Source: an optimization exercise on an open RTL-to-GDS flow (aim: small area, a short achievable clock period and few clock cycles). Production flows keep margins and buffers that such runs may drop. No run shown here included a check of the RTL's function; only the layout flow was run. No activity file was given, so power comes from the tool's default toggle rates.

`flow/config.mk`:
```
export PLATFORM = sky130hd
export DESIGN_NAME = CONVCOR
export DESIGN_NICKNAME = CONVCOR
export VERILOG_FILES = /design/flow/design.v
export SDC_FILE = /design/flow/constraint.sdc
export NUM_CORES = 4
export LEC_CHECK = 0
export ABC_CLOCK_PERIOD_IN_PS = 3000
export CAP_MARGIN = 20
export CORE_MARGIN = 2
export CORE_UTILIZATION = 35
export PLACE_DENSITY = 0.55
export SETUP_SLACK_MARGIN = 5
export SLEW_MARGIN = 20
```
`flow/constraint.sdc`:
```
create_clock -name core_clock -period 10.0 [get_ports {clk}]
set_input_delay 2.0000 -clock core_clock [delete_from_list [all_inputs] [get_ports {clk}]]
set_output_delay 2.0000 -clock core_clock [all_outputs]
set_load 0.01 [all_outputs]
```
`flow/design.v`:
```
module CONVCOR(
    clk,
    rst_n,
    in_valid,
    in_a,
    in_b,
    in_mode,
    out_valid,
    out
);
input              clk;
input              rst_n;
input              in_valid;
input      [15:0]  in_a;
input      [15:0]  in_b;
input              in_mode;
output reg         out_valid;
output reg [35:0]  out;
reg [15:0] ra0, ra1, ra2, rb0, rb1, rb2;
reg [1:0]  icnt;     
reg        mode;     
reg        busy;     
reg [3:0]  st;       
wire [3:0] cs = busy ? st : 4'd0;
wire       md = busy ? mode : in_mode;
reg  [1:0] ia, ib;
reg        sclr, svld, slast;
always @(*) begin
    ia = 2'd0; ib = 2'd0; sclr = 1'b0; svld = 1'b0; slast = 1'b0;
    if (md) begin
        case (cs)
            4'd0: sclr = 1'b1;
            4'd1: ;
            default: begin svld = 1'b1; slast = 1'b1; end
        endcase
    end else begin
        case (cs)
            4'd0: begin ia = 2'd0; ib = 2'd0; sclr = 1'b1; svld = 1'b1; end   
            4'd1: begin ia = 2'd3; ib = 2'd0; sclr = 1'b1; end                
            4'd2: begin ia = 2'd3; ib = 2'd2; svld = 1'b1; end                
            4'd3: begin ia = 2'd1; ib = 2'd3; sclr = 1'b1; end                
            4'd4: begin ia = 2'd1; ib = 2'd1; end                             
            4'd5: begin ia = 2'd1; ib = 2'd2; svld = 1'b1; end                
            4'd6: begin ia = 2'd2; ib = 2'd3; sclr = 1'b1; end                
            4'd7: begin ia = 2'd2; ib = 2'd1; svld = 1'b1; end                
            default: begin ia = 2'd1; ib = 2'd1; sclr = 1'b1; svld = 1'b1; slast = 1'b1; end  
        endcase
    end
end
reg [15:0] sa, sb;
always @(*) begin
    case (ia)
        2'd0: sa = in_a;
        2'd1: sa = ra0;
        2'd2: sa = ra1;
        default: sa = ra2;
    endcase
    case (ib)
        2'd0: sb = in_b;
        2'd1: sb = rb0;
        2'd2: sb = rb1;
        default: sb = rb2;
    endcase
end
wire [8:0] ebr = {sb[15:8], 1'b0};
wire [8:0] ebi = {sb[7:0], 1'b0};
wire [3:0] br_n_d, br_o_d, br_t_d, bi_n_d, bi_o_d, bi_t_d;
genvar gk;
generate
    for (gk = 0; gk < 4; gk = gk + 1) begin : benc
        assign br_n_d[gk] = ebr[2*gk+2];
        assign br_o_d[gk] = ebr[2*gk+1] ^ ebr[2*gk];
        assign br_t_d[gk] = (ebr[2*gk+2] & ~ebr[2*gk+1] & ~ebr[2*gk]) | (~ebr[2*gk+2] & ebr[2*gk+1] & ebr[2*gk]);
        assign bi_n_d[gk] = ebi[2*gk+2] ^ md;
        assign bi_o_d[gk] = ebi[2*gk+1] ^ ebi[2*gk];
        assign bi_t_d[gk] = (ebi[2*gk+2] & ~ebi[2*gk+1] & ~ebi[2*gk]) | (~ebi[2*gk+2] & ebi[2*gk+1] & ebi[2*gk]);
    end
endgenerate
reg [7:0] xr, xi;
reg [3:0] br_n, br_o, br_t, bi_n, bi_o, bi_t;
reg       clr1, vld1, clr2, vld2;
wire step = busy | (in_valid & (icnt == 2'd0));
always @(posedge clk) begin
    if (!rst_n) begin
        icnt <= 2'd0;
        busy <= 1'b0;
        vld1 <= 1'b0;
        vld2 <= 1'b0;
        out_valid <= 1'b0;
    end else begin
        if (in_valid)
            icnt <= (icnt == 2'd2) ? 2'd0 : icnt + 2'd1;
        if (step) begin
            st <= cs + 4'd1;
            busy <= ~slast;
        end
        vld1 <= step & svld;
        vld2 <= vld1;
        out_valid <= vld2;
    end
end
always @(posedge clk) begin
    if (in_valid & (icnt == 2'd0))
        mode <= in_mode;
    ra0 <= ra1; ra1 <= ra2; ra2 <= in_valid ? in_a : ra0;
    rb0 <= rb1; rb1 <= rb2; rb2 <= in_valid ? in_b : rb0;
    xr <= sa[15:8];
    xi <= sa[7:0];
    br_n <= br_n_d; br_o <= br_o_d; br_t <= br_t_d;
    bi_n <= bi_n_d; bi_o <= bi_o_d; bi_t <= bi_t_d;
    clr1 <= sclr;
    clr2 <= clr1;
end
wire [7:0] nre, nim;
generate
    for (gk = 0; gk < 4; gk = gk + 1) begin : nrow
        assign nre[2*gk]   = br_n[gk] ^ ~bi_n[gk];
        assign nre[2*gk+1] = br_n[gk] & ~bi_n[gk];
        assign nim[2*gk]   = bi_n[gk] ^ br_n[gk];
        assign nim[2*gk+1] = bi_n[gk] & br_n[gk];
    end
endgenerate
wire [8:0] sre_xr_br_r0 = (br_o[0] ? {xr[7], xr} : br_t[0] ? {xr, 1'b0} : 9'd0) ^ {9{br_n[0]}};
wire [8:0] sre_xr_br_r1 = (br_o[1] ? {xr[7], xr} : br_t[1] ? {xr, 1'b0} : 9'd0) ^ {9{br_n[1]}};
wire [8:0] sre_xr_br_r2 = (br_o[2] ? {xr[7], xr} : br_t[2] ? {xr, 1'b0} : 9'd0) ^ {9{br_n[2]}};
wire [8:0] sre_xr_br_r3 = (br_o[3] ? {xr[7], xr} : br_t[3] ? {xr, 1'b0} : 9'd0) ^ {9{br_n[3]}};
wire [8:0] sre_xi_bi_r0 = (bi_o[0] ? {xi[7], xi} : bi_t[0] ? {xi, 1'b0} : 9'd0) ^ {9{~bi_n[0]}};
wire [8:0] sre_xi_bi_r1 = (bi_o[1] ? {xi[7], xi} : bi_t[1] ? {xi, 1'b0} : 9'd0) ^ {9{~bi_n[1]}};
wire [8:0] sre_xi_bi_r2 = (bi_o[2] ? {xi[7], xi} : bi_t[2] ? {xi, 1'b0} : 9'd0) ^ {9{~bi_n[2]}};
wire [8:0] sre_xi_bi_r3 = (bi_o[3] ? {xi[7], xi} : bi_t[3] ? {xi, 1'b0} : 9'd0) ^ {9{~bi_n[3]}};
wire sre_w1 = sre_xr_br_r0[4] ^ sre_xr_br_r1[2];
wire sre_w2 = sre_xr_br_r0[4] & sre_xr_br_r1[2];
wire sre_w3 = sre_xr_br_r0[5] ^ sre_xr_br_r1[3] ^ sre_xr_br_r2[1];
wire sre_w4 = (sre_xr_br_r0[5] & sre_xr_br_r1[3]) | (sre_xr_br_r0[5] & sre_xr_br_r2[1]) | (sre_xr_br_r1[3] & sre_xr_br_r2[1]);
wire sre_w5 = sre_xr_br_r0[6] ^ sre_xr_br_r1[4] ^ sre_xr_br_r2[2];
wire sre_w6 = (sre_xr_br_r0[6] & sre_xr_br_r1[4]) | (sre_xr_br_r0[6] & sre_xr_br_r2[2]) | (sre_xr_br_r1[4] & sre_xr_br_r2[2]);
wire sre_w7 = sre_xr_br_r3[0] ^ sre_xi_bi_r0[6] ^ sre_xi_bi_r1[4];
wire sre_w8 = (sre_xr_br_r3[0] & sre_xi_bi_r0[6]) | (sre_xr_br_r3[0] & sre_xi_bi_r1[4]) | (sre_xi_bi_r0[6] & sre_xi_bi_r1[4]);
wire sre_w9 = sre_xr_br_r0[7] ^ sre_xr_br_r1[5] ^ sre_xr_br_r2[3];
wire sre_w10 = (sre_xr_br_r0[7] & sre_xr_br_r1[5]) | (sre_xr_br_r0[7] & sre_xr_br_r2[3]) | (sre_xr_br_r1[5] & sre_xr_br_r2[3]);
wire sre_w11 = sre_xr_br_r3[1] ^ sre_xi_bi_r0[7] ^ sre_xi_bi_r1[5];
wire sre_w12 = (sre_xr_br_r3[1] & sre_xi_bi_r0[7]) | (sre_xr_br_r3[1] & sre_xi_bi_r1[5]) | (sre_xi_bi_r0[7] & sre_xi_bi_r1[5]);
wire sre_w13 = sre_xi_bi_r2[3] ^ sre_xi_bi_r3[1];
wire sre_w14 = sre_xi_bi_r2[3] & sre_xi_bi_r3[1];
wire sre_w15 = ~sre_xr_br_r0[8] ^ sre_xr_br_r1[6] ^ sre_xr_br_r2[4];
wire sre_w16 = (~sre_xr_br_r0[8] & sre_xr_br_r1[6]) | (~sre_xr_br_r0[8] & sre_xr_br_r2[4]) | (sre_xr_br_r1[6] & sre_xr_br_r2[4]);
wire sre_w17 = sre_xr_br_r3[2] ^ ~sre_xi_bi_r0[8] ^ sre_xi_bi_r1[6];
wire sre_w18 = (sre_xr_br_r3[2] & ~sre_xi_bi_r0[8]) | (sre_xr_br_r3[2] & sre_xi_bi_r1[6]) | (~sre_xi_bi_r0[8] & sre_xi_bi_r1[6]);
wire sre_w19 = sre_xi_bi_r2[4] ^ sre_xi_bi_r3[2];
wire sre_w20 = sre_xi_bi_r2[4] & sre_xi_bi_r3[2];
wire sre_w21 = sre_xr_br_r1[7] ^ sre_xr_br_r2[5] ^ sre_xr_br_r3[3];
wire sre_w22 = (sre_xr_br_r1[7] & sre_xr_br_r2[5]) | (sre_xr_br_r1[7] & sre_xr_br_r3[3]) | (sre_xr_br_r2[5] & sre_xr_br_r3[3]);
wire sre_w23 = sre_xi_bi_r1[7] ^ sre_xi_bi_r2[5] ^ sre_xi_bi_r3[3];
wire sre_w24 = (sre_xi_bi_r1[7] & sre_xi_bi_r2[5]) | (sre_xi_bi_r1[7] & sre_xi_bi_r3[3]) | (sre_xi_bi_r2[5] & sre_xi_bi_r3[3]);
wire sre_w25 = ~sre_xr_br_r1[8] ^ sre_xr_br_r2[6] ^ sre_xr_br_r3[4];
wire sre_w26 = (~sre_xr_br_r1[8] & sre_xr_br_r2[6]) | (~sre_xr_br_r1[8] & sre_xr_br_r3[4]) | (sre_xr_br_r2[6] & sre_xr_br_r3[4]);
wire sre_w27 = ~sre_xi_bi_r1[8] ^ sre_xi_bi_r2[6];
wire sre_w28 = ~sre_xi_bi_r1[8] & sre_xi_bi_r2[6];
wire sre_w29 = sre_xr_br_r0[2] ^ sre_xr_br_r1[0];
wire sre_w30 = sre_xr_br_r0[2] & sre_xr_br_r1[0];
wire sre_w31 = sre_xr_br_r0[3] ^ sre_xr_br_r1[1] ^ sre_xi_bi_r0[3];
wire sre_w32 = (sre_xr_br_r0[3] & sre_xr_br_r1[1]) | (sre_xr_br_r0[3] & sre_xi_bi_r0[3]) | (sre_xr_br_r1[1] & sre_xi_bi_r0[3]);
wire sre_w33 = sre_w1 ^ sre_xr_br_r2[0] ^ sre_xi_bi_r0[4];
wire sre_w34 = (sre_w1 & sre_xr_br_r2[0]) | (sre_w1 & sre_xi_bi_r0[4]) | (sre_xr_br_r2[0] & sre_xi_bi_r0[4]);
wire sre_w35 = sre_xi_bi_r1[2] ^ sre_xi_bi_r2[0];
wire sre_w36 = sre_xi_bi_r1[2] & sre_xi_bi_r2[0];
wire sre_w37 = sre_w2 ^ sre_w3 ^ sre_xi_bi_r0[5];
wire sre_w38 = (sre_w2 & sre_w3) | (sre_w2 & sre_xi_bi_r0[5]) | (sre_w3 & sre_xi_bi_r0[5]);
wire sre_w39 = sre_xi_bi_r1[3] ^ sre_xi_bi_r2[1] ^ nre[5];
wire sre_w40 = (sre_xi_bi_r1[3] & sre_xi_bi_r2[1]) | (sre_xi_bi_r1[3] & nre[5]) | (sre_xi_bi_r2[1] & nre[5]);
wire sre_w41 = sre_w4 ^ sre_w5 ^ sre_w7;
wire sre_w42 = (sre_w4 & sre_w5) | (sre_w4 & sre_w7) | (sre_w5 & sre_w7);
wire sre_w43 = sre_xi_bi_r2[2] ^ sre_xi_bi_r3[0] ^ nre[6];
wire sre_w44 = (sre_xi_bi_r2[2] & sre_xi_bi_r3[0]) | (sre_xi_bi_r2[2] & nre[6]) | (sre_xi_bi_r3[0] & nre[6]);
wire sre_w45 = sre_w6 ^ sre_w8 ^ sre_w9;
wire sre_w46 = (sre_w6 & sre_w8) | (sre_w6 & sre_w9) | (sre_w8 & sre_w9);
wire sre_w47 = sre_w11 ^ sre_w13 ^ nre[7];
wire sre_w48 = (sre_w11 & sre_w13) | (sre_w11 & nre[7]) | (sre_w13 & nre[7]);
wire sre_w49 = sre_w10 ^ sre_w12 ^ sre_w14;
wire sre_w50 = (sre_w10 & sre_w12) | (sre_w10 & sre_w14) | (sre_w12 & sre_w14);
wire sre_w51 = sre_w15 ^ sre_w17 ^ sre_w19;
wire sre_w52 = (sre_w15 & sre_w17) | (sre_w15 & sre_w19) | (sre_w17 & sre_w19);
wire sre_w53 = sre_w16 ^ sre_w18 ^ sre_w20;
wire sre_w54 = (sre_w16 & sre_w18) | (sre_w16 & sre_w20) | (sre_w18 & sre_w20);
wire sre_w55 = sre_w21 ^ sre_w23 ^ 1'b1;
wire sre_w56 = (sre_w21 & sre_w23) | (sre_w21 & 1'b1) | (sre_w23 & 1'b1);
wire sre_w57 = sre_w22 ^ sre_w24 ^ sre_w25;
wire sre_w58 = (sre_w22 & sre_w24) | (sre_w22 & sre_w25) | (sre_w24 & sre_w25);
wire sre_w59 = sre_w27 ^ sre_xi_bi_r3[4] ^ 1'b1;
wire sre_w60 = (sre_w27 & sre_xi_bi_r3[4]) | (sre_w27 & 1'b1) | (sre_xi_bi_r3[4] & 1'b1);
wire sre_w61 = sre_w26 ^ sre_w28 ^ sre_xr_br_r2[7];
wire sre_w62 = (sre_w26 & sre_w28) | (sre_w26 & sre_xr_br_r2[7]) | (sre_w28 & sre_xr_br_r2[7]);
wire sre_w63 = sre_xr_br_r3[5] ^ sre_xi_bi_r2[7] ^ sre_xi_bi_r3[5];
wire sre_w64 = (sre_xr_br_r3[5] & sre_xi_bi_r2[7]) | (sre_xr_br_r3[5] & sre_xi_bi_r3[5]) | (sre_xi_bi_r2[7] & sre_xi_bi_r3[5]);
wire sre_w65 = ~sre_xr_br_r2[8] ^ sre_xr_br_r3[6] ^ ~sre_xi_bi_r2[8];
wire sre_w66 = (~sre_xr_br_r2[8] & sre_xr_br_r3[6]) | (~sre_xr_br_r2[8] & ~sre_xi_bi_r2[8]) | (sre_xr_br_r3[6] & ~sre_xi_bi_r2[8]);
wire sre_w67 = sre_xi_bi_r3[6] ^ 1'b1;
wire sre_w68 = sre_xi_bi_r3[6] & 1'b1;
wire sre_w69 = sre_w29 ^ sre_xi_bi_r0[2];
wire sre_w70 = sre_w29 & sre_xi_bi_r0[2];
wire sre_w71 = sre_w30 ^ sre_w31 ^ sre_xi_bi_r1[1];
wire sre_w72 = (sre_w30 & sre_w31) | (sre_w30 & sre_xi_bi_r1[1]) | (sre_w31 & sre_xi_bi_r1[1]);
wire sre_w73 = sre_w32 ^ sre_w33 ^ sre_w35;
wire sre_w74 = (sre_w32 & sre_w33) | (sre_w32 & sre_w35) | (sre_w33 & sre_w35);
wire sre_w75 = sre_w34 ^ sre_w36 ^ sre_w37;
wire sre_w76 = (sre_w34 & sre_w36) | (sre_w34 & sre_w37) | (sre_w36 & sre_w37);
wire sre_w77 = sre_w38 ^ sre_w40 ^ sre_w41;
wire sre_w78 = (sre_w38 & sre_w40) | (sre_w38 & sre_w41) | (sre_w40 & sre_w41);
wire sre_w79 = sre_w42 ^ sre_w44 ^ sre_w45;
wire sre_w80 = (sre_w42 & sre_w44) | (sre_w42 & sre_w45) | (sre_w44 & sre_w45);
wire sre_w81 = sre_w46 ^ sre_w48 ^ sre_w49;
wire sre_w82 = (sre_w46 & sre_w48) | (sre_w46 & sre_w49) | (sre_w48 & sre_w49);
wire sre_w83 = sre_w50 ^ sre_w52 ^ sre_w53;
wire sre_w84 = (sre_w50 & sre_w52) | (sre_w50 & sre_w53) | (sre_w52 & sre_w53);
wire sre_w85 = sre_w54 ^ sre_w56 ^ sre_w57;
wire sre_w86 = (sre_w54 & sre_w56) | (sre_w54 & sre_w57) | (sre_w56 & sre_w57);
wire sre_w87 = sre_w58 ^ sre_w60 ^ sre_w61;
wire sre_w88 = (sre_w58 & sre_w60) | (sre_w58 & sre_w61) | (sre_w60 & sre_w61);
wire sre_w89 = sre_w62 ^ sre_w64 ^ sre_w65;
wire sre_w90 = (sre_w62 & sre_w64) | (sre_w62 & sre_w65) | (sre_w64 & sre_w65);
wire sre_w91 = sre_w66 ^ sre_w68 ^ sre_xr_br_r3[7];
wire sre_w92 = (sre_w66 & sre_w68) | (sre_w66 & sre_xr_br_r3[7]) | (sre_w68 & sre_xr_br_r3[7]);
wire sre_w93 = ~sre_xr_br_r3[8] ^ ~sre_xi_bi_r3[8];
wire sre_w94 = ~sre_xr_br_r3[8] & ~sre_xi_bi_r3[8];
wire sre_w95 = sre_xr_br_r0[0] ^ sre_xi_bi_r0[0];
wire sre_w96 = sre_xr_br_r0[0] & sre_xi_bi_r0[0];
wire sre_w97 = sre_xr_br_r0[1] ^ sre_xi_bi_r0[1] ^ nre[1];
wire sre_w98 = (sre_xr_br_r0[1] & sre_xi_bi_r0[1]) | (sre_xr_br_r0[1] & nre[1]) | (sre_xi_bi_r0[1] & nre[1]);
wire sre_w99 = sre_w69 ^ sre_xi_bi_r1[0] ^ nre[2];
wire sre_w100 = (sre_w69 & sre_xi_bi_r1[0]) | (sre_w69 & nre[2]) | (sre_xi_bi_r1[0] & nre[2]);
wire sre_w101 = sre_w70 ^ sre_w71 ^ nre[3];
wire sre_w102 = (sre_w70 & sre_w71) | (sre_w70 & nre[3]) | (sre_w71 & nre[3]);
wire sre_w103 = sre_w72 ^ sre_w73 ^ nre[4];
wire sre_w104 = (sre_w72 & sre_w73) | (sre_w72 & nre[4]) | (sre_w73 & nre[4]);
wire sre_w105 = sre_w74 ^ sre_w75 ^ sre_w39;
wire sre_w106 = (sre_w74 & sre_w75) | (sre_w74 & sre_w39) | (sre_w75 & sre_w39);
wire sre_w107 = sre_w76 ^ sre_w77 ^ sre_w43;
wire sre_w108 = (sre_w76 & sre_w77) | (sre_w76 & sre_w43) | (sre_w77 & sre_w43);
wire sre_w109 = sre_w78 ^ sre_w79 ^ sre_w47;
wire sre_w110 = (sre_w78 & sre_w79) | (sre_w78 & sre_w47) | (sre_w79 & sre_w47);
wire sre_w111 = sre_w80 ^ sre_w81 ^ sre_w51;
wire sre_w112 = (sre_w80 & sre_w81) | (sre_w80 & sre_w51) | (sre_w81 & sre_w51);
wire sre_w113 = sre_w82 ^ sre_w83 ^ sre_w55;
wire sre_w114 = (sre_w82 & sre_w83) | (sre_w82 & sre_w55) | (sre_w83 & sre_w55);
wire sre_w115 = sre_w84 ^ sre_w85 ^ sre_w59;
wire sre_w116 = (sre_w84 & sre_w85) | (sre_w84 & sre_w59) | (sre_w85 & sre_w59);
wire sre_w117 = sre_w86 ^ sre_w87 ^ sre_w63;
wire sre_w118 = (sre_w86 & sre_w87) | (sre_w86 & sre_w63) | (sre_w87 & sre_w63);
wire sre_w119 = sre_w88 ^ sre_w89 ^ sre_w67;
wire sre_w120 = (sre_w88 & sre_w89) | (sre_w88 & sre_w67) | (sre_w89 & sre_w67);
wire sre_w121 = sre_w90 ^ sre_w91 ^ sre_xi_bi_r3[7];
wire sre_w122 = (sre_w90 & sre_w91) | (sre_w90 & sre_xi_bi_r3[7]) | (sre_w91 & sre_xi_bi_r3[7]);
wire sre_w123 = sre_w92 ^ sre_w93 ^ 1'b1;
wire sre_w124 = (sre_w92 & sre_w93) | (sre_w92 & 1'b1) | (sre_w93 & 1'b1);
wire [17:0] sre_s = {1'b1, 1'b1, sre_w124, sre_w122, sre_w120, sre_w118, sre_w116, sre_w114, sre_w112, sre_w110, sre_w108, sre_w106, sre_w104, sre_w102, sre_w100, sre_w98, sre_w96, sre_w95};
wire [17:0] sre_c = {1'b0, 1'b0, sre_w94, sre_w123, sre_w121, sre_w119, sre_w117, sre_w115, sre_w113, sre_w111, sre_w109, sre_w107, sre_w105, sre_w103, sre_w101, sre_w99, sre_w97, nre[0]};
wire [8:0] sim_xr_bi_r0 = (bi_o[0] ? {xr[7], xr} : bi_t[0] ? {xr, 1'b0} : 9'd0) ^ {9{bi_n[0]}};
wire [8:0] sim_xr_bi_r1 = (bi_o[1] ? {xr[7], xr} : bi_t[1] ? {xr, 1'b0} : 9'd0) ^ {9{bi_n[1]}};
wire [8:0] sim_xr_bi_r2 = (bi_o[2] ? {xr[7], xr} : bi_t[2] ? {xr, 1'b0} : 9'd0) ^ {9{bi_n[2]}};
wire [8:0] sim_xr_bi_r3 = (bi_o[3] ? {xr[7], xr} : bi_t[3] ? {xr, 1'b0} : 9'd0) ^ {9{bi_n[3]}};
wire [8:0] sim_xi_br_r0 = (br_o[0] ? {xi[7], xi} : br_t[0] ? {xi, 1'b0} : 9'd0) ^ {9{br_n[0]}};
wire [8:0] sim_xi_br_r1 = (br_o[1] ? {xi[7], xi} : br_t[1] ? {xi, 1'b0} : 9'd0) ^ {9{br_n[1]}};
wire [8:0] sim_xi_br_r2 = (br_o[2] ? {xi[7], xi} : br_t[2] ? {xi, 1'b0} : 9'd0) ^ {9{br_n[2]}};
wire [8:0] sim_xi_br_r3 = (br_o[3] ? {xi[7], xi} : br_t[3] ? {xi, 1'b0} : 9'd0) ^ {9{br_n[3]}};
wire sim_w1 = sim_xr_bi_r0[4] ^ sim_xr_bi_r1[2];
wire sim_w2 = sim_xr_bi_r0[4] & sim_xr_bi_r1[2];
wire sim_w3 = sim_xr_bi_r0[5] ^ sim_xr_bi_r1[3] ^ sim_xr_bi_r2[1];
wire sim_w4 = (sim_xr_bi_r0[5] & sim_xr_bi_r1[3]) | (sim_xr_bi_r0[5] & sim_xr_bi_r2[1]) | (sim_xr_bi_r1[3] & sim_xr_bi_r2[1]);
wire sim_w5 = sim_xr_bi_r0[6] ^ sim_xr_bi_r1[4] ^ sim_xr_bi_r2[2];
wire sim_w6 = (sim_xr_bi_r0[6] & sim_xr_bi_r1[4]) | (sim_xr_bi_r0[6] & sim_xr_bi_r2[2]) | (sim_xr_bi_r1[4] & sim_xr_bi_r2[2]);
wire sim_w7 = sim_xr_bi_r3[0] ^ sim_xi_br_r0[6] ^ sim_xi_br_r1[4];
wire sim_w8 = (sim_xr_bi_r3[0] & sim_xi_br_r0[6]) | (sim_xr_bi_r3[0] & sim_xi_br_r1[4]) | (sim_xi_br_r0[6] & sim_xi_br_r1[4]);
wire sim_w9 = sim_xr_bi_r0[7] ^ sim_xr_bi_r1[5] ^ sim_xr_bi_r2[3];
wire sim_w10 = (sim_xr_bi_r0[7] & sim_xr_bi_r1[5]) | (sim_xr_bi_r0[7] & sim_xr_bi_r2[3]) | (sim_xr_bi_r1[5] & sim_xr_bi_r2[3]);
wire sim_w11 = sim_xr_bi_r3[1] ^ sim_xi_br_r0[7] ^ sim_xi_br_r1[5];
wire sim_w12 = (sim_xr_bi_r3[1] & sim_xi_br_r0[7]) | (sim_xr_bi_r3[1] & sim_xi_br_r1[5]) | (sim_xi_br_r0[7] & sim_xi_br_r1[5]);
wire sim_w13 = sim_xi_br_r2[3] ^ sim_xi_br_r3[1];
wire sim_w14 = sim_xi_br_r2[3] & sim_xi_br_r3[1];
wire sim_w15 = ~sim_xr_bi_r0[8] ^ sim_xr_bi_r1[6] ^ sim_xr_bi_r2[4];
wire sim_w16 = (~sim_xr_bi_r0[8] & sim_xr_bi_r1[6]) | (~sim_xr_bi_r0[8] & sim_xr_bi_r2[4]) | (sim_xr_bi_r1[6] & sim_xr_bi_r2[4]);
wire sim_w17 = sim_xr_bi_r3[2] ^ ~sim_xi_br_r0[8] ^ sim_xi_br_r1[6];
wire sim_w18 = (sim_xr_bi_r3[2] & ~sim_xi_br_r0[8]) | (sim_xr_bi_r3[2] & sim_xi_br_r1[6]) | (~sim_xi_br_r0[8] & sim_xi_br_r1[6]);
wire sim_w19 = sim_xi_br_r2[4] ^ sim_xi_br_r3[2];
wire sim_w20 = sim_xi_br_r2[4] & sim_xi_br_r3[2];
wire sim_w21 = sim_xr_bi_r1[7] ^ sim_xr_bi_r2[5] ^ sim_xr_bi_r3[3];
wire sim_w22 = (sim_xr_bi_r1[7] & sim_xr_bi_r2[5]) | (sim_xr_bi_r1[7] & sim_xr_bi_r3[3]) | (sim_xr_bi_r2[5] & sim_xr_bi_r3[3]);
wire sim_w23 = sim_xi_br_r1[7] ^ sim_xi_br_r2[5] ^ sim_xi_br_r3[3];
wire sim_w24 = (sim_xi_br_r1[7] & sim_xi_br_r2[5]) | (sim_xi_br_r1[7] & sim_xi_br_r3[3]) | (sim_xi_br_r2[5] & sim_xi_br_r3[3]);
wire sim_w25 = ~sim_xr_bi_r1[8] ^ sim_xr_bi_r2[6] ^ sim_xr_bi_r3[4];
wire sim_w26 = (~sim_xr_bi_r1[8] & sim_xr_bi_r2[6]) | (~sim_xr_bi_r1[8] & sim_xr_bi_r3[4]) | (sim_xr_bi_r2[6] & sim_xr_bi_r3[4]);
wire sim_w27 = ~sim_xi_br_r1[8] ^ sim_xi_br_r2[6];
wire sim_w28 = ~sim_xi_br_r1[8] & sim_xi_br_r2[6];
wire sim_w29 = sim_xr_bi_r0[2] ^ sim_xr_bi_r1[0];
wire sim_w30 = sim_xr_bi_r0[2] & sim_xr_bi_r1[0];
wire sim_w31 = sim_xr_bi_r0[3] ^ sim_xr_bi_r1[1] ^ sim_xi_br_r0[3];
wire sim_w32 = (sim_xr_bi_r0[3] & sim_xr_bi_r1[1]) | (sim_xr_bi_r0[3] & sim_xi_br_r0[3]) | (sim_xr_bi_r1[1] & sim_xi_br_r0[3]);
wire sim_w33 = sim_w1 ^ sim_xr_bi_r2[0] ^ sim_xi_br_r0[4];
wire sim_w34 = (sim_w1 & sim_xr_bi_r2[0]) | (sim_w1 & sim_xi_br_r0[4]) | (sim_xr_bi_r2[0] & sim_xi_br_r0[4]);
wire sim_w35 = sim_xi_br_r1[2] ^ sim_xi_br_r2[0];
wire sim_w36 = sim_xi_br_r1[2] & sim_xi_br_r2[0];
wire sim_w37 = sim_w2 ^ sim_w3 ^ sim_xi_br_r0[5];
wire sim_w38 = (sim_w2 & sim_w3) | (sim_w2 & sim_xi_br_r0[5]) | (sim_w3 & sim_xi_br_r0[5]);
wire sim_w39 = sim_xi_br_r1[3] ^ sim_xi_br_r2[1] ^ nim[5];
wire sim_w40 = (sim_xi_br_r1[3] & sim_xi_br_r2[1]) | (sim_xi_br_r1[3] & nim[5]) | (sim_xi_br_r2[1] & nim[5]);
wire sim_w41 = sim_w4 ^ sim_w5 ^ sim_w7;
wire sim_w42 = (sim_w4 & sim_w5) | (sim_w4 & sim_w7) | (sim_w5 & sim_w7);
wire sim_w43 = sim_xi_br_r2[2] ^ sim_xi_br_r3[0] ^ nim[6];
wire sim_w44 = (sim_xi_br_r2[2] & sim_xi_br_r3[0]) | (sim_xi_br_r2[2] & nim[6]) | (sim_xi_br_r3[0] & nim[6]);
wire sim_w45 = sim_w6 ^ sim_w8 ^ sim_w9;
wire sim_w46 = (sim_w6 & sim_w8) | (sim_w6 & sim_w9) | (sim_w8 & sim_w9);
wire sim_w47 = sim_w11 ^ sim_w13 ^ nim[7];
wire sim_w48 = (sim_w11 & sim_w13) | (sim_w11 & nim[7]) | (sim_w13 & nim[7]);
wire sim_w49 = sim_w10 ^ sim_w12 ^ sim_w14;
wire sim_w50 = (sim_w10 & sim_w12) | (sim_w10 & sim_w14) | (sim_w12 & sim_w14);
wire sim_w51 = sim_w15 ^ sim_w17 ^ sim_w19;
wire sim_w52 = (sim_w15 & sim_w17) | (sim_w15 & sim_w19) | (sim_w17 & sim_w19);
wire sim_w53 = sim_w16 ^ sim_w18 ^ sim_w20;
wire sim_w54 = (sim_w16 & sim_w18) | (sim_w16 & sim_w20) | (sim_w18 & sim_w20);
wire sim_w55 = sim_w21 ^ sim_w23 ^ 1'b1;
wire sim_w56 = (sim_w21 & sim_w23) | (sim_w21 & 1'b1) | (sim_w23 & 1'b1);
wire sim_w57 = sim_w22 ^ sim_w24 ^ sim_w25;
wire sim_w58 = (sim_w22 & sim_w24) | (sim_w22 & sim_w25) | (sim_w24 & sim_w25);
wire sim_w59 = sim_w27 ^ sim_xi_br_r3[4] ^ 1'b1;
wire sim_w60 = (sim_w27 & sim_xi_br_r3[4]) | (sim_w27 & 1'b1) | (sim_xi_br_r3[4] & 1'b1);
wire sim_w61 = sim_w26 ^ sim_w28 ^ sim_xr_bi_r2[7];
wire sim_w62 = (sim_w26 & sim_w28) | (sim_w26 & sim_xr_bi_r2[7]) | (sim_w28 & sim_xr_bi_r2[7]);
wire sim_w63 = sim_xr_bi_r3[5] ^ sim_xi_br_r2[7] ^ sim_xi_br_r3[5];
wire sim_w64 = (sim_xr_bi_r3[5] & sim_xi_br_r2[7]) | (sim_xr_bi_r3[5] & sim_xi_br_r3[5]) | (sim_xi_br_r2[7] & sim_xi_br_r3[5]);
wire sim_w65 = ~sim_xr_bi_r2[8] ^ sim_xr_bi_r3[6] ^ ~sim_xi_br_r2[8];
wire sim_w66 = (~sim_xr_bi_r2[8] & sim_xr_bi_r3[6]) | (~sim_xr_bi_r2[8] & ~sim_xi_br_r2[8]) | (sim_xr_bi_r3[6] & ~sim_xi_br_r2[8]);
wire sim_w67 = sim_xi_br_r3[6] ^ 1'b1;
wire sim_w68 = sim_xi_br_r3[6] & 1'b1;
wire sim_w69 = sim_w29 ^ sim_xi_br_r0[2];
wire sim_w70 = sim_w29 & sim_xi_br_r0[2];
wire sim_w71 = sim_w30 ^ sim_w31 ^ sim_xi_br_r1[1];
wire sim_w72 = (sim_w30 & sim_w31) | (sim_w30 & sim_xi_br_r1[1]) | (sim_w31 & sim_xi_br_r1[1]);
wire sim_w73 = sim_w32 ^ sim_w33 ^ sim_w35;
wire sim_w74 = (sim_w32 & sim_w33) | (sim_w32 & sim_w35) | (sim_w33 & sim_w35);
wire sim_w75 = sim_w34 ^ sim_w36 ^ sim_w37;
wire sim_w76 = (sim_w34 & sim_w36) | (sim_w34 & sim_w37) | (sim_w36 & sim_w37);
wire sim_w77 = sim_w38 ^ sim_w40 ^ sim_w41;
wire sim_w78 = (sim_w38 & sim_w40) | (sim_w38 & sim_w41) | (sim_w40 & sim_w41);
wire sim_w79 = sim_w42 ^ sim_w44 ^ sim_w45;
wire sim_w80 = (sim_w42 & sim_w44) | (sim_w42 & sim_w45) | (sim_w44 & sim_w45);
wire sim_w81 = sim_w46 ^ sim_w48 ^ sim_w49;
wire sim_w82 = (sim_w46 & sim_w48) | (sim_w46 & sim_w49) | (sim_w48 & sim_w49);
wire sim_w83 = sim_w50 ^ sim_w52 ^ sim_w53;
wire sim_w84 = (sim_w50 & sim_w52) | (sim_w50 & sim_w53) | (sim_w52 & sim_w53);
wire sim_w85 = sim_w54 ^ sim_w56 ^ sim_w57;
wire sim_w86 = (sim_w54 & sim_w56) | (sim_w54 & sim_w57) | (sim_w56 & sim_w57);
wire sim_w87 = sim_w58 ^ sim_w60 ^ sim_w61;
wire sim_w88 = (sim_w58 & sim_w60) | (sim_w58 & sim_w61) | (sim_w60 & sim_w61);
wire sim_w89 = sim_w62 ^ sim_w64 ^ sim_w65;
wire sim_w90 = (sim_w62 & sim_w64) | (sim_w62 & sim_w65) | (sim_w64 & sim_w65);
wire sim_w91 = sim_w66 ^ sim_w68 ^ sim_xr_bi_r3[7];
wire sim_w92 = (sim_w66 & sim_w68) | (sim_w66 & sim_xr_bi_r3[7]) | (sim_w68 & sim_xr_bi_r3[7]);
wire sim_w93 = ~sim_xr_bi_r3[8] ^ ~sim_xi_br_r3[8];
wire sim_w94 = ~sim_xr_bi_r3[8] & ~sim_xi_br_r3[8];
wire sim_w95 = sim_xr_bi_r0[0] ^ sim_xi_br_r0[0];
wire sim_w96 = sim_xr_bi_r0[0] & sim_xi_br_r0[0];
wire sim_w97 = sim_xr_bi_r0[1] ^ sim_xi_br_r0[1] ^ nim[1];
wire sim_w98 = (sim_xr_bi_r0[1] & sim_xi_br_r0[1]) | (sim_xr_bi_r0[1] & nim[1]) | (sim_xi_br_r0[1] & nim[1]);
wire sim_w99 = sim_w69 ^ sim_xi_br_r1[0] ^ nim[2];
wire sim_w100 = (sim_w69 & sim_xi_br_r1[0]) | (sim_w69 & nim[2]) | (sim_xi_br_r1[0] & nim[2]);
wire sim_w101 = sim_w70 ^ sim_w71 ^ nim[3];
wire sim_w102 = (sim_w70 & sim_w71) | (sim_w70 & nim[3]) | (sim_w71 & nim[3]);
wire sim_w103 = sim_w72 ^ sim_w73 ^ nim[4];
wire sim_w104 = (sim_w72 & sim_w73) | (sim_w72 & nim[4]) | (sim_w73 & nim[4]);
wire sim_w105 = sim_w74 ^ sim_w75 ^ sim_w39;
wire sim_w106 = (sim_w74 & sim_w75) | (sim_w74 & sim_w39) | (sim_w75 & sim_w39);
wire sim_w107 = sim_w76 ^ sim_w77 ^ sim_w43;
wire sim_w108 = (sim_w76 & sim_w77) | (sim_w76 & sim_w43) | (sim_w77 & sim_w43);
wire sim_w109 = sim_w78 ^ sim_w79 ^ sim_w47;
wire sim_w110 = (sim_w78 & sim_w79) | (sim_w78 & sim_w47) | (sim_w79 & sim_w47);
wire sim_w111 = sim_w80 ^ sim_w81 ^ sim_w51;
wire sim_w112 = (sim_w80 & sim_w81) | (sim_w80 & sim_w51) | (sim_w81 & sim_w51);
wire sim_w113 = sim_w82 ^ sim_w83 ^ sim_w55;
wire sim_w114 = (sim_w82 & sim_w83) | (sim_w82 & sim_w55) | (sim_w83 & sim_w55);
wire sim_w115 = sim_w84 ^ sim_w85 ^ sim_w59;
wire sim_w116 = (sim_w84 & sim_w85) | (sim_w84 & sim_w59) | (sim_w85 & sim_w59);
wire sim_w117 = sim_w86 ^ sim_w87 ^ sim_w63;
wire sim_w118 = (sim_w86 & sim_w87) | (sim_w86 & sim_w63) | (sim_w87 & sim_w63);
wire sim_w119 = sim_w88 ^ sim_w89 ^ sim_w67;
wire sim_w120 = (sim_w88 & sim_w89) | (sim_w88 & sim_w67) | (sim_w89 & sim_w67);
wire sim_w121 = sim_w90 ^ sim_w91 ^ sim_xi_br_r3[7];
wire sim_w122 = (sim_w90 & sim_w91) | (sim_w90 & sim_xi_br_r3[7]) | (sim_w91 & sim_xi_br_r3[7]);
wire sim_w123 = sim_w92 ^ sim_w93 ^ 1'b1;
wire sim_w124 = (sim_w92 & sim_w93) | (sim_w92 & 1'b1) | (sim_w93 & 1'b1);
wire [17:0] sim_s = {1'b1, 1'b1, sim_w124, sim_w122, sim_w120, sim_w118, sim_w116, sim_w114, sim_w112, sim_w110, sim_w108, sim_w106, sim_w104, sim_w102, sim_w100, sim_w98, sim_w96, sim_w95};
wire [17:0] sim_c = {1'b0, 1'b0, sim_w94, sim_w123, sim_w121, sim_w119, sim_w117, sim_w115, sim_w113, sim_w111, sim_w109, sim_w107, sim_w105, sim_w103, sim_w101, sim_w99, sim_w97, nim[0]};
reg [17:0] pre_s, pre_c, pim_s, pim_c;
always @(posedge clk) begin
    pre_s <= sre_s; pre_c <= sre_c;
    pim_s <= sim_s; pim_c <= sim_c;
end
wire [17:0] acc_re = clr2 ? 18'd0 : out[35:18];
wire [17:0] acc_im = clr2 ? 18'd0 : out[17:0];
always @(posedge clk) begin
    out[35:18] <= acc_re + pre_s + pre_c;
    out[17:0]  <= acc_im + pim_s + pim_c;
end
endmodule
```
`flow/flow/run.sh`:
```
#!/bin/bash
set -euo pipefail
SETUP_MARGIN=${SETUP_MARGIN:-6.6}
sed "s/SETUP_SLACK_MARGIN=[0-9.]*/SETUP_SLACK_MARGIN=${SETUP_MARGIN}/" standard.sh > standard_margin.sh
grep -q "SETUP_SLACK_MARGIN=${SETUP_MARGIN}" standard_margin.sh
bash standard_margin.sh > standard.log 2>&1
```
`flow/standard.sh`:
```
#!/bin/bash
# synth_recipe.tcl (not shown) runs the flow's synth.tcl, then flattens the netlist and writes it again
# the make line also repeats each setting of config.mk as NAME=value (left out here)
make -C /OpenROAD-flow-scripts/flow DESIGN_CONFIG=/design/flow/config.mk WORK_HOME=/design/flow/orfs CLKGATE_MAP_FILE= SYNTH_SCRIPT=/design/flow/synth_recipe.tcl "${@:-finish}"
```
==> summary.md, run 1 <==
| Metric | Value |
|---|---|
| Clk buf depth | `3` |
| Largest net degree at the start of global routing | `37` |
| Power Density | `399 nW/µm²` |
| Slew headroom | `39.1%` |
| Top cell type's share of synthesized area | `32.6%` |
| Via count | `10624` |
| DIE AREA | `44500 µm²` |
| Setup CP Type | `register to register` |
| FP Rows | `75` |
| Critical-path cell list | `buf_12, nor2b_4, a22oi_1, xor2_1, fa_1, inv_1, fa_1, inv_1, fa_1, inv_1, fa_1` |
| Core area | `42100 µm²` |
| Max incr delay on CP | `0.55 ns` |
| Synth warnings | `1` |
| Top cells by count, synth | `dfxtp_1 (244), inv_1 (152), nand2_1 (142)` |
| Top-count cell post-synth | `dfxtp_1` |
| GRT Total Usage | `16.9%` |
| Status | `complete, no violations` |
| H-tree depth | `1` |
| Worst Tran Pin Value | `0.912 ns` |
| Post-synthesis register bit count | `249` |
| Most used cell, CP | `fa_1` |
| Cts hold-fix bufs | `0` |
| Initial Utilization | `35.5%` |
| FF-to-FF path depth | `11` |
| Instance count on the critical path | `11` |
| CP delay by family, top | `adder cells` |
| Clock latency on the worst-skew pair | `0.57 ns` |
| CP Max Fanout | `21` |
| Die Span X | `211 µm` |
| FMAX | `301 MHz` |
| Nature of the critical path startpoint | `register` |
| Synthesized Nets | `1742` |
| IO buf count | `72` |
| Max Slew Vio Count | `0` |
| Critical Path RT | `10.43 ns` |
| Hold/Removal Path Class | `register to register` |
| FILL cells | `4097` |
| Dpl hpwl | `25.6 mm` |
| Share of post-route cells with drive strength above 1 | `12.5%` |
| DRC | `0` |
| Cell taking the most area after synthesis | `dfxtp_1` |
| Area of the multi-input gates | `9070 µm²` |
| Wire length per cell | `17.7 µm` |
| Sequential share of the synthesized area | `33.6%` |
| Ant. Diodes | `0` |
| Initial antenna violation count | `0` |
| Final ANT Viol Nets | `0` |
| Die H | `211 µm` |
| Top post-synthesis cells by area | `dfxtp_1 (33%), fa_1 (18%), xnor2_1 (8.2%)` |
| Post-layout net count | `1794` |
| TritonRoute pass-1 iters | `6` |
| Num ports | `73` |
| Reg area | `5100 µm²` |
| Placer Congestion | `0.822` |
| Gr ovfl total | `0` |
| Mean Syn Cell Area | `9.96 µm²` |
| CP max stage cell | `fa_1` |
| Peak supply drop | `165 µV` |
| Sum of buffers and inverters on the critical path | `4` |
| Worst EP arrival | `3.75 ns` |
| Top FF cell, synth | `dfxtp_1` |
| Total Power | `7.05 mW` |
| Vias/cell | `5.02` |
| Max-cap violations | `0` |
| Endpoints failing setup | `0` |
| Synth Instances | `1504` |
| Post-route minimum period | `3.32 ns` |
| Clk_skew | `0.0286 ns` |
| Worst hold stages | `0` |
| Cts bufs inserted | `28` |
| LEAKAGE | `7.39 nW` |
| TritonCTS Sinks | `249` |
| Post-Route WL | `37.5 mm` |
| Setup tns final | `0 ns` |
| Vias in the first global route | `10778` |
| Clock Pin Slew Worst Setup and Hold Paths | `0.06 ns` |
| Number of synthesized flops with an enable pin | `5` |
| RSZ-0062 raised after global routing | `true` |
| Yosys cell types | `69` |
| Final hold vios | `0` |
| Mapped Area | `15000 µm²` |
| Worst Setup End Kind | `register` |
| Initial DRC Count | `986` |
| CTS tree | `done` |
| Root Buffer | `clkbuf_16` |
| Period utilisation layout | `33.2%` |
| Synth-to-layout area growth | `17.9%` |
| Global-route wire length before repair | `59.4 mm` |
| Ys async rst share | `0%` |
-- cell families after synthesis --
| family | synth area share, % |
|---|---|
| compound gates | 13.5 |
| xor+xnor | 10.6 |
| fa+ha+maj | 23.5 |
| buf+inv | 6.50 |
| flops | 33.6 |
| mux | 3.38 |
| simple gates | 8.91 |
-- per-layer routing --
layer	global-route usage [%]	up-vias	part of all wire, %
met5	0	-	0
li1	-	5060	-
met1	23.4	5186	46
met2	27.9	322	46
met3	2.60	56	5.6
met4	3.84	0	2.5
-- registers in the layout (all words and copies together) (netlist names), 2 cells and up --
register and flops:
pre_s 16, rb2 16, bi_o 4, ra1 16
pim_c 16, icnt 2, bi_n 4, pim_s 16
pre_c 16, xi 8, ra0 16, bi_t 4
br_o 4, rb0 16, br_n 4, xr 8
st 4, rb1 16, ra2 16, br_t 4
out 36
-- power by group --
part	internal (mW)	switching (mW)	leakage, nW
combinational	1.88	2.33	4.77
clock	0.727	0.436	0.511
sequential	1.41	0.273	2.11
-- cell usage in the layout, fill, tap and decap left out, types with 12 or more instances in the layout --
master / Yosys / final
xnor2_1: 141 / 140
ha_1: 70 / 70
inv_1: 152 / 150
buf_4: 3 / 34
a21oi_1: 42 / 42
dfxtp_1: 244 / 218
nor2_1: 45 / 44
nand3_1: 12 / 12
a22oi_1: 73 / 73
clkbuf_16: 0 / 29
mux2_2: 33 / 33
nor2b_1: 41 / 34
mux2i_1: 12 / 12
a222oi_1: 16 / 16
nand2_1: 142 / 141
clkdlybuf4s50_1: 0 / 35
xor2_1: 40 / 40
dfxtp_4: 0 / 15
dlygate4sd2_1: 0 / 37
o21ai_0: 81 / 80
a21o_1: 13 / 13
fa_1: 132 / 132
-- stage by stage --
step	setup slack, ns	util (%)	area [µm²]	hold slack [ns]	std cells
detailed placement	5.69	38.3	16100	0.328	2035
CTS	6.60	41.3	17400	0.330	2105
global placement	5.66	38.2	16100	0.311	2035
global route	6.60	41.9	17700	0.343	2117
finish	6.68	41.9	17700	0.332	2117
floorplan	6.54	-	15000	0.310	1504
-- cell type report --
cell class / instances / share of cell area (%)
clock inverters: 19 / 1.73
inverters: 154 / 3.37
clock buffers: 33 / 4.30
well taps: 539 / 3.82
flip-flops and latches: 249 / 28.9
multi-input cells: 1004 / 51.4
repair buffers: 119 / 6.46
-- final timing paths --
check | startpoint | slack (ns) | to
max | br_o[2]$_DFF_P_ | 6.68 | pre_c[6]$_DFF_P_
min | clr1$_DFF_P_ | 0.33 | clr2$_DFF_P_
max reg2reg | br_o[2]$_DFF_P_ | 6.68 | pre_c[6]$_DFF_P_
min reg2reg | clr1$_DFF_P_ | 0.33 | clr2$_DFF_P_
-- repair_timing --
action	CTS	global route
gates resized for setup	86	32
gates cloned	0	1
setup endpoints to repair	101	37
setup buffers	18	11
pin swaps	2	3
==> run 2: changes to the inputs <==
--- a/flow/config.mk
+++ b/flow/config.mk
@@ -8,7 +8,7 @@
 export ABC_CLOCK_PERIOD_IN_PS = 3000
 export CAP_MARGIN = 20
 export CORE_MARGIN = 2
-export CORE_UTILIZATION = 35
-export PLACE_DENSITY = 0.55
+export CORE_UTILIZATION = 50
+export PLACE_DENSITY = 0.7
 export SETUP_SLACK_MARGIN = 5
 export SLEW_MARGIN = 20
==> run 2 against run 1 <==
- cell area is 2.1% lower
- setup slack better by 0.00089 ns
- highest routed layer unchanged
- critical endpoint unchanged
- non-clock buffer count is 10 lower
- worst hold slack better by 0.013 ns
- first-iteration DRC count is 1.7% lower
- cell count is 7.7% lower
- global-route usage is 4.6 points higher
- sequential cell count stayed put
- sequential power hardly changed
- count of clock-buffer cells in the layout is 2 lower
- synthesized cell count stayed put
- combinational power is 3% lower
==> summary.md, run 2 <==
| Metric | Value |
|---|---|
| Power Density | `402 nW/µm²` |
| Die H | `177 µm` |
| Top cell type's share of synthesized area | `32.6%` |
| Endpoints failing setup | `0` |
| Top-count cell post-synth | `dfxtp_1` |
| Vias in the first global route | `10658` |
| Max Slew Vio Count | `0` |
| Clock Pin Slew Worst Setup and Hold Paths | `0.06 ns` |
| Synthesized Nets | `1742` |
| TritonRoute pass-1 iters | `8` |
| Worst Tran Pin Value | `0.869 ns` |
| GRT Total Usage | `21.5%` |
| Yosys cell types | `69` |
| Clk_skew | `0.0154 ns` |
| DRC | `0` |
| Root Buffer | `clkbuf_16` |
| Cts hold-fix bufs | `0` |
| Top cells by count, synth | `dfxtp_1 (244), inv_1 (152), nand2_1 (142)` |
| Ys async rst share | `0%` |
| Largest net degree at the start of global routing | `37` |
| Mapped Area | `15000 µm²` |
| Largest register by flop count | `out` |
| Placer Congestion | `0.882` |
| Post-route minimum period | `3.32 ns` |
| Initial Utilization | `50.7%` |
| Num ports | `73` |
| Nature of the critical path startpoint | `register` |
| Post-synthesis register bit count | `249` |
| Peak supply drop | `176 µV` |
| Setup CP Type | `register to register` |
| Synth warnings | `1` |
| Wire length per cell | `17.0 µm` |
| Top post-synthesis cells by area | `dfxtp_1 (33%), fa_1 (18%), xnor2_1 (8.2%)` |
| Clk buf depth | `3` |
| DIE AREA | `31400 µm²` |
| Via count | `10684` |
| Dpl hpwl | `23.0 mm` |
| CTS tree | `done` |
| Initial DRC Count | `969` |
| Ant. Diodes | `0` |
| Die Span X | `177 µm` |
| LEAKAGE | `7.30 nW` |
| H-tree depth | `1` |
| Initial antenna violation count | `0` |
| Commonest cells after routing, fill and taps aside | `dfxtp_1 (216), inv_1 (150), nand2_1 (141), xnor2_1 (141), fa_1 (132)` |
| Gr ovfl total | `0` |
| FMAX | `302 MHz` |
| CP max stage cell | `dfxtp_2` |
| Max FFs per register | `36` |
| Mean Syn Cell Area | `9.96 µm²` |
| Design area | `17300 µm²` |
| CP delay by family, top | `adder cells` |
| Core area | `29600 µm²` |
| Share of post-route cells with drive strength above 1 | `11.8%` |
| TritonCTS Sinks | `249` |
| Critical-path cell list | `clkinvlp_4, buf_4, xnor2_1, fa_1, inv_1, fa_1, inv_1, fa_1, inv_1, fa_1` |
| Post-layout net count | `1782` |
| Slew headroom | `42.0%` |
| Hold/Removal Path Class | `register to register` |
| RSZ-0062 raised after global routing | `true` |
| Synth Instances | `1504` |
| Placed instance area | `15900 µm²` |
| Top FF cell, synth | `dfxtp_1` |
| FP Rows | `63` |
| Setup tns final | `0 ns` |
| Synth-to-layout area growth | `15.4%` |
| Cell taking the most area after synthesis | `dfxtp_1` |
| Number of synthesized flops with an enable pin | `5` |
| CP Max Fanout | `10` |
| Final ANT Viol Nets | `0` |
| Vias/cell | `5.47` |
| IO buf count | `72` |
| Global-route wire length before repair | `54.2 mm` |
| Sequential share of the synthesized area | `33.6%` |
| Post-Route WL | `33.3 mm` |
| Critical Path RT | `10.43 ns` |
| Sum of buffers and inverters on the critical path | `5` |
| Status | `complete, no violations` |
| Most used cell, CP | `fa_1` |
| Max-cap violations | `0` |
| Total Power | `6.95 mW` |
| Cts bufs inserted | `26` |
| Worst EP arrival | `3.75 ns` |
| Period utilisation layout | `33.2%` |
| Final hold vios | `0` |
| Commonest non-fill, non-tap cell in the layout | `dfxtp_1` |
| Worst Setup End Kind | `register` |
| Clock latency on the worst-skew pair | `0.56 ns` |
| Max incr delay on CP | `0.58 ns` |
-- run 2: final timing paths --
kind                                      start                to  depth (start not counted)  slack [ns]
worst max-delay path            bi_n[0]$_DFF_P_  pre_c[6]$_DFF_P_                         10        6.68
worst max register to register  bi_n[0]$_DFF_P_  pre_c[6]$_DFF_P_                         10        6.68
worst min-delay path               clr1$_DFF_P_      clr2$_DFF_P_                          0        0.34
worst min register to register     clr1$_DFF_P_      clr2$_DFF_P_                          0        0.34
-- run 2: kinds of logic after synthesis --
kind of cell	count (synthesis)	share of synthesized area [%]
simple gates	286	8.91
mux	46	3.38
fa+ha+maj	202	23.5
buf+inv	251	6.50
flops	249	33.6
xor+xnor	181	10.6
compound gates	289	13.5
-- run 2: power breakdown --
group	internal [mW]	total [mW]	switching [mW]
clock	0.727	1.16	0.429
combinational	1.85	4.10	2.26
sequential	1.41	1.69	0.281
total	3.98	6.95	2.97
-- run 2: timing repair --
item,4_1_cts,5_1_grt
setup buffers,15,7
endpoints found under the setup margin,100,44
pin swaps,0,2
cloned,0,0
gates resized for setup,84,26
-- run 2: layer usage --
metal	track usage, %	share of wire, %
met1	28.6	42
met2	36.5	48
met3	3.22	7.1
met4	5.89	2.8
met5	0	0
-- run 2: through the flow --
step	util, %	setup slack, ns	hold slack, ns	cells
after floorplan	-	6.54	0.310	1504
after global placement	53.8	5.77	0.316	1883
after detailed placement	53.8	5.81	0.318	1884
after CTS	58.0	6.56	0.338	1947
after global routing	58.5	6.56	0.348	1954
final	58.5	6.68	0.344	1954
-- run 2: layout make-up --
type                            count  area, µm²
Clock buffer                       31        719
Multi-Input combinational cell   1004       9050
Sequential cell                   249       5100
Inverter                          154        596
Timing Repair Buffer              109        996
Tap cell                          390        488
Fill cell                        2478      12300
Clock inverter                     17        334
==> run 3: changes to the inputs <==
--- a/flow/config.mk
+++ b/flow/config.mk
@@ -8,7 +8,8 @@
 export ABC_CLOCK_PERIOD_IN_PS = 3000
 export CAP_MARGIN = 20
 export CORE_MARGIN = 2
-export CORE_UTILIZATION = 50
-export PLACE_DENSITY = 0.7
+export CORE_UTILIZATION = 35
+export CTS_BUF_LIST = sky130_fd_sc_hd__clkbuf_4 sky130_fd_sc_hd__clkbuf_8
+export PLACE_DENSITY = 0.55
 export SETUP_SLACK_MARGIN = 5
 export SLEW_MARGIN = 20
==> run 3 against run 2 <==
- clock skew rose by 0.0059 ns
- synthesized cell count did not move
- sequential power barely moved
- utilization fell by 17 points
- cell count rose by 9.6%
- critical path type unchanged
==> summary.md, run 3 <==
| Metric | Value |
|---|---|
| Status | `complete, no violations` |
| Worst Setup End Kind | `register` |
| Vias in the first global route | `10934` |
| Dpl hpwl | `25.6 mm` |
| Largest register by flop count | `out` |
| Synth Instances | `1504` |
| Initial antenna violation count | `0` |
| Num ports | `73` |
| CTS tree | `done` |
| RSZ-0062 raised after global routing | `true` |
| Sum of buffers and inverters on the critical path | `5` |
| Hold Path End | `clr2$_DFF_P_` |
| Cts hold-fix bufs | `0` |
| Compound-Gate Fraction of Synth Area | `13.5%` |
| Ant. Diodes | `0` |
| Nature of the critical path startpoint | `register` |
| Worst hold stages | `0` |
| Global-route wire length before repair | `60.1 mm` |
| Max incr delay on CP | `0.56 ns` |
| Initial DRC Count | `906` |
| DIE AREA | `44500 µm²` |
| Setup CP Type | `register to register` |
| Most used cell, CP | `fa_1` |
| Largest family of logic cells by synthesized area | `adder cells` |
| Peak supply drop | `166 µV` |
| Top-count cell post-synth | `dfxtp_1` |
| Reg area | `5100 µm²` |
| Wire length per cell | `17.7 µm` |
| Post-layout net count | `1810` |
| R2R setup slack | `6.63 ns` |
| Max FFs per register | `36` |
| Ys async rst share | `0%` |
| Xor/xnor cell area share of the yosys netlist | `10.6%` |
| Gr ovfl total | `0` |
| Root Buffer | `clkbuf_8` |
| Largest net degree at the start of global routing | `37` |
| Synthesized Nets | `1742` |
| Worst EP arrival | `3.82 ns` |
| Endpoints failing setup | `0` |
| DRC | `0` |
| Mean Syn Cell Area | `9.96 µm²` |
| FP Rows | `75` |
| Die Span X | `211 µm` |
| Post-Route WL | `37.9 mm` |
| CP Max Fanout | `10` |
| Placer Congestion | `0.822` |
| Core area | `42100 µm²` |
| Synth warnings | `1` |
| Initial Utilization | `35.5%` |
| H-tree depth | `2` |
| Setup tns final | `0 ns` |
| LEAKAGE | `7.36 nW` |
| Top cell type's share of synthesized area | `32.6%` |
| TritonCTS Sinks | `249` |
| Number of synthesized flops with an enable pin | `5` |
| Slew headroom | `40.8%` |
| Worst Tran Pin Value | `0.887 ns` |
| Clock latency on the worst-skew pair | `0.60 ns` |
| Hold Startpoint | `clr1$_DFF_P_` |
| Commonest cells after routing, fill and taps aside | `dfxtp_1 (217), inv_1 (150), nand2_1 (141), xnor2_1 (140), fa_1 (132)` |
| Cts bufs inserted | `43` |
| Simple-gate share of the synthesized area | `8.91%` |
| Adder-Cell Fraction of Synth Area | `23.5%` |
| Area of the multi-input gates | `9080 µm²` |
| Post-synthesis mux area share | `3.38%` |
| Period utilisation layout | `33.7%` |
| CP max stage cell | `fa_1` |
| Final ANT Viol Nets | `0` |
| Yosys cell types | `69` |
| Commonest non-fill, non-tap cell in the layout | `dfxtp_1` |
| Power Density | `394 nW/µm²` |
| GRT Total Usage | `17.3%` |
| Reg-to-reg endpoint | `pim_c[10]$_DFF_P_` |
| Via count | `10779` |
| Post-route minimum period | `3.37 ns` |
| Max-cap violations | `0` |
| Top post-synthesis cells by area | `dfxtp_1 (33%), fa_1 (18%), xnor2_1 (8.2%)` |
| Clk_skew | `0.0212 ns` |
| Critical Path RT | `10.46 ns` |
| Worst r2r src | `bi_n[1]$_DFF_P_` |
| CP delay by family, top | `adder cells` |
| Hold/Removal Path Class | `register to register` |
| FILL cells | `4150` |
| Synth-to-layout area growth | `16.8%` |
| Clk buf depth | `3` |
| Post-synthesis register bit count | `249` |
| Final hold vios | `0` |
| IO buf count | `72` |
| Max Slew Vio Count | `0` |
| Share of post-route cells with drive strength above 1 | `14.0%` |
| Vias/cell | `5.03` |
| Hold slack | `0.332 ns` |
| Top FF cell, synth | `dfxtp_1` |
| TritonRoute pass-1 iters | `7` |
| Instance count on the critical path | `10` |
| Die H | `211 µm` |
| Critical-path cell list | `buf_6, clkinvlp_4, buf_12, xnor2_1, fa_1, inv_1, fa_1, fa_1, inv_1, fa_1` |
| Mapped Area | `15000 µm²` |
| Sequential share of the synthesized area | `33.6%` |
| FF-to-FF path depth | `10` |
| FMAX | `297 MHz` |
| Top cells by count, synth | `dfxtp_1 (244), inv_1 (152), nand2_1 (142)` |
| Clock Pin Slew Worst Setup and Hold Paths | `0.06 ns` |
| Cell taking the most area after synthesis | `dfxtp_1` |
## run 3: cell counts after synthesis
Identical to the previous run, type by type.
## run 3: logic make-up after synthesis
| logic type | after synthesis |
|---|---|
| DFF | 249 |
| buffers and inverters | 251 |
| xor gates and xnor gates | 181 |
| and+or+nand+nor | 286 |
| adders and majority gates | 202 |
| muxes | 46 |
| AOI/OAI and AO/OA | 289 |
## run 3: metrics by stage
stage	util, %	total power, mW	instance area, µm²	std cells	setup WS (ns)
floorplan	-	4.79	15000	1504	6.54
global placement	38.2	5.86	16100	2035	5.66
detailed placement	38.3	5.93	16100	2035	5.69
CTS	40.9	6.95	17200	2126	6.57
global route	41.5	7.72	17500	2142	6.55
finish	41.5	6.89	17500	2142	6.63
## run 3: what timing repair did
item	in CTS	in global routing
gates cloned	0	2
endpoints found under the setup margin	100	47
pin swaps	2	3
resized for setup	82	35
setup buffers	15	14
## run 3: how the worst max path moves through the flow
stage | start | endpoint | slack [ns]
2_1_floorplan | bi_n[3]$_DFF_P_ | pim_c[6]$_DFF_P_ | 6.54
3_3_place_gp | in_mode | xr[7]$_DFF_P_ | 5.66
3_5_place_dp | in_mode | xi[0]$_DFF_P_ | 5.69
4_1_cts | bi_n[1]$_DFF_P_ | pre_c[6]$_DFF_P_ | 6.57
5_1_grt | xr[2]$_DFF_P_ | pre_c[5]$_DFF_P_ | 6.55
6_report | bi_n[1]$_DFF_P_ | pim_c[10]$_DFF_P_ | 6.63
## run 3: layout make-up
class                      count  area share [%]
clock buffer                  65            4.58
timing repair buffer         119            6.44
inverter                     154            3.40
multi-input combinational   1005            51.9
tap                          539            3.85
clock inverter                11           0.644
sequential                   249            29.2
## run 3: routing by layer
metal	track usage (%)	wire length (µm)	part of all wire, %
met5	0	0	0
met4	5.66	853	2.3
met3	2.96	2260	6.0
met2	27.8	17500	46
met1	23.5	17300	46
## run 3: worst register-to-register path, stage by stage (launching register included)
cell        delay (ns)
dfxtp_1           0.33
buf_6             0.23
clkinvlp_4        0.24
buf_12            0.18
xnor2_1           0.13
fa_1              0.49
inv_1             0.06
fa_1              0.51
fa_1              0.56
inv_1             0.05
fa_1              0.44
## run 3: power breakdown
part | internal (mW) | switching [mW] | leakage [nW]
Combinational | 1.88 | 2.34 | 4.77
Sequential | 1.41 | 0.273 | 2.11
Clock | 0.563 | 0.421 | 0.481
Total | 3.86 | 3.03 | 7.36
==> run 4: changes to the inputs <==
==> flow/flow/run.sh (replaced) <==
#!/bin/bash
# The standard layout (the standard.sh, with the standard synthesis
# unchanged), with two make variables changed:
#  - BUFFER_PORTS_ARGS: every input and output port still gets a buffer, but a
#    plain buffer cell instead of the delay buffer that buffer_ports picks.
# Each tool's output goes to the ORFS logs under orfs/ and to standard.log here.
set -euo pipefail
SETUP_MARGIN=${SETUP_MARGIN:-6.6}
PORT_BUF=${PORT_BUF:-sky130_fd_sc_hd__buf_2}
sed -e "s/SETUP_SLACK_MARGIN=[0-9.]*/SETUP_SLACK_MARGIN=${SETUP_MARGIN} BUFFER_PORTS_ARGS='-buffer_cell ${PORT_BUF}'/" standard.sh > standard_margin.sh
grep -q "SETUP_SLACK_MARGIN=${SETUP_MARGIN} " standard_margin.sh
bash standard_margin.sh > standard.log 2>&1
--- a/flow/config.mk
+++ b/flow/config.mk
@@ -9,7 +9,6 @@
 export CAP_MARGIN = 20
 export CORE_MARGIN = 2
 export CORE_UTILIZATION = 35
-export CTS_BUF_LIST = sky130_fd_sc_hd__clkbuf_4 sky130_fd_sc_hd__clkbuf_8
 export PLACE_DENSITY = 0.55
 export SETUP_SLACK_MARGIN = 5
 export SLEW_MARGIN = 20
==> run 4 against run 3 <==
- synthesized area did not move
- combinational power about the same
- synthesized cell count did not move
- critical path depth unchanged
- register-to-register slack improved by 0.04 ns
- clock power about the same
- via count shrank 1.7%
- cell count decreased by 1.7%
- utilization down 0.99 points
- global-route usage is 0.54 points lower
- sequential power about the same
- critical path type unchanged
- highest routed layer unchanged
==> summary.md, run 4 <==
| Metric | Value |
|---|---|
| Worst Tran Pin Value | `0.882 ns` |
| Setup CP Type | `register to register` |
| Synth-to-layout area growth | `14.0%` |
| Largest net degree at the start of global routing | `37` |
| DRC | `0` |
| Peak supply drop | `162 µV` |
| Top-count cell post-synth | `dfxtp_1` |
| Ant. Diodes | `0` |
| Reg area | `5110 µm²` |
| LEAKAGE | `7.21 nW` |
| Place WS | `5.96 ns` |
| RSZ-0062 raised after global routing | `true` |
| Clock latency on the worst-skew pair | `0.57 ns` |
| Clk buf depth | `3` |
| Slew headroom | `40.9%` |
| FP Rows | `75` |
| Final hold vios | `0` |
| Yosys cell types | `69` |
| H-tree depth | `1` |
| Top cell type's share of synthesized area | `32.6%` |
| CP Max Fanout | `7` |
| Adder-Cell Fraction of Synth Area | `23.5%` |
| Start point of the critical path | `bi_t[2]$_DFF_P_` |
| Top cells by count, synth | `dfxtp_1 (244), inv_1 (152), nand2_1 (142)` |
| Cts bufs inserted | `28` |
| Endpoints failing setup | `0` |
| Mapped Area | `15000 µm²` |
| DIE AREA | `44500 µm²` |
| Worst EP arrival | `3.75 ns` |
| Max FFs per register | `36` |
| IO buf count | `72` |
| Max Slew Vio Count | `0` |
| Initial Utilization | `35.5%` |
| FF-to-FF path depth | `10` |
| Die Span X | `211 µm` |
| Total Power | `6.91 mW` |
| Clock Pin Slew Worst Setup and Hold Paths | `0.07 ns` |
| Initial antenna violation count | `0` |
| Share of total power in sequential cells | `24.7%` |
| Global-route wire length before repair | `58.5 mm` |
| Root Buffer | `clkbuf_16` |
| Placed instance area | `15700 µm²` |
| Wire length per cell | `17.6 µm` |
| Placer Congestion | `0.862` |
| Cell taking the most area after synthesis | `dfxtp_1` |
| Core area | `42100 µm²` |
| Sequential share of the synthesized area | `33.6%` |
| Share of post-route cells with drive strength above 1 | `16.7%` |
| Gr ovfl total | `0` |
| Internal power | `3.84 mW` |
| Synth Instances | `1504` |
| Combinational power share | `60.8%` |
| Design area | `17100 µm²` |
| Post-route minimum period | `3.32 ns` |
| Worst r2r src | `bi_t[2]$_DFF_P_` |
| Critical Path RT | `10.43 ns` |
| Power Density | `404 nW/µm²` |
| Post-synthesis mux area share | `3.38%` |
| Simple-gate share of the synthesized area | `8.91%` |
| FILL cells | `4107` |
| Mean Syn Cell Area | `9.96 µm²` |
| CTS tree | `done` |
| Nature of the critical path startpoint | `register` |
| Status | `complete, no violations` |
| Commonest cells after routing, fill and taps aside | `dfxtp_1 (215), inv_1 (150), nand2_1 (141), xnor2_1 (140), fa_1 (132)` |
| Largest family of logic cells by synthesized area | `adder cells` |
| Switching share of power | `44.4%` |
| Setup ws final | `6.68 ns` |
| Largest register by flop count | `out` |
| Vias in the first global route | `10611` |
| GRT Total Usage | `16.7%` |
## run 4: area by class of cell
class                      instances  area share (%)
clock inverter                    12           0.659
tap                              539            3.95
multi-input combinational       1004            53.1
timing repair buffer             110            4.22
clock buffer                      38            4.62
inverter                         154            3.49
sequential                       249            29.9
## run 4: cells by family after synthesis
kind of cell | after synthesis
AOI/OAI and AO/OA | 289
and+or+nand+nor | 286
buffers and inverters | 251
DFF | 249
adders and majority gates | 202
xor gates and xnor gates | 181
muxes | 46
## run 4: worst max-delay path, stage by stage (launching register included)
cell and delay (ns):
dfxtp_1 0.46, nor2b_4 0.30, a22oi_1 0.11, xnor2_1 0.17, fa_1 0.53, inv_1 0.05, fa_1 0.49, inv_1 0.05
fa_1 0.52, inv_1 0.05, fa_1 0.45
## run 4: worst min path at each step
stage | to | slack, ns | cells after the start
after CTS | clr2$_DFF_P_ | 0.33 | 0
after detailed placement | clr2$_DFF_P_ | 0.32 | 0
after global placement | clr2$_DFF_P_ | 0.32 | 0
after floorplan | clr2$_DFF_P_ | 0.31 | 0
final | clr2$_DFF_P_ | 0.33 | 0
after global routing | clr2$_DFF_P_ | 0.34 | 0
## run 4: power groups by stage
stage          Clock, mW  Combinational, mW  Sequential (mW)
2_1_floorplan          0               3.20             1.59
3_3_place_gp           0               4.07             1.71
3_5_place_dp           0               4.15             1.72
4_1_cts             1.03               4.22             1.71
5_1_grt             1.07               4.92             1.75
6_report            1.00               4.20             1.71
## run 4: what timing repair did
action / CTS / global route
pin swaps: 1 / 0
setup buffers: 16 / 9
gates resized for setup: 48 / 31
hold endpoints to repair: 0 / 0
setup endpoints to repair: 54 / 27
gates cloned: 0 / 1
## run 4: routing by layer
layer	part of all wire, %	wire length (µm)	track usage, %	vias up
met5	0	0	0	-
met4	1.9	712	4.06	0
met3	6.1	2250	2.74	46
met2	47	17300	27.4	363
met1	45	16800	23.1	5165
li1	-	-	-	5027
## run 4: stage by stage
stage,instances,utilization (%)
floorplan,1504,-
global placement,2030,37.3
detailed placement,2030,37.3
CTS,2096,40.1
global route,2106,40.5
finish,2106,40.5

what the ideal ports hide:
No port has a modelled driver above. Below, the same layouts with a new extraction and two added sets of constraints.
Step 1, drivers: a clkbuf_16 drives clk and a buf_2 each remaining input, both assumed.
Step 2 moves the port delays by t, midway between the first and last clock arrival at a register: inputs arrive t later, outputs are due t later. That takes back most of the time a late clock gives input paths.
Three values: ideal ports, drivers, drivers and shift; two values: the first two.
run | shift t [ns] | slack for setup (ns) | clock arrival spread, ns
run 1 | 0.611 | 6.682 / 6.673 / 6.135 | 0.029 / 0.028
run 2 | 0.605 | 6.683 / 6.683 / 6.151 | 0.016 / 0.015
run 3 | 0.639 | 6.634 / 6.634 / 6.111 | 0.025 / 0.025
run 4 | 0.611 | 6.676 / 6.676 / 6.129 | 0.023 / 0.023
After both steps every run listed still meets setup and hold.
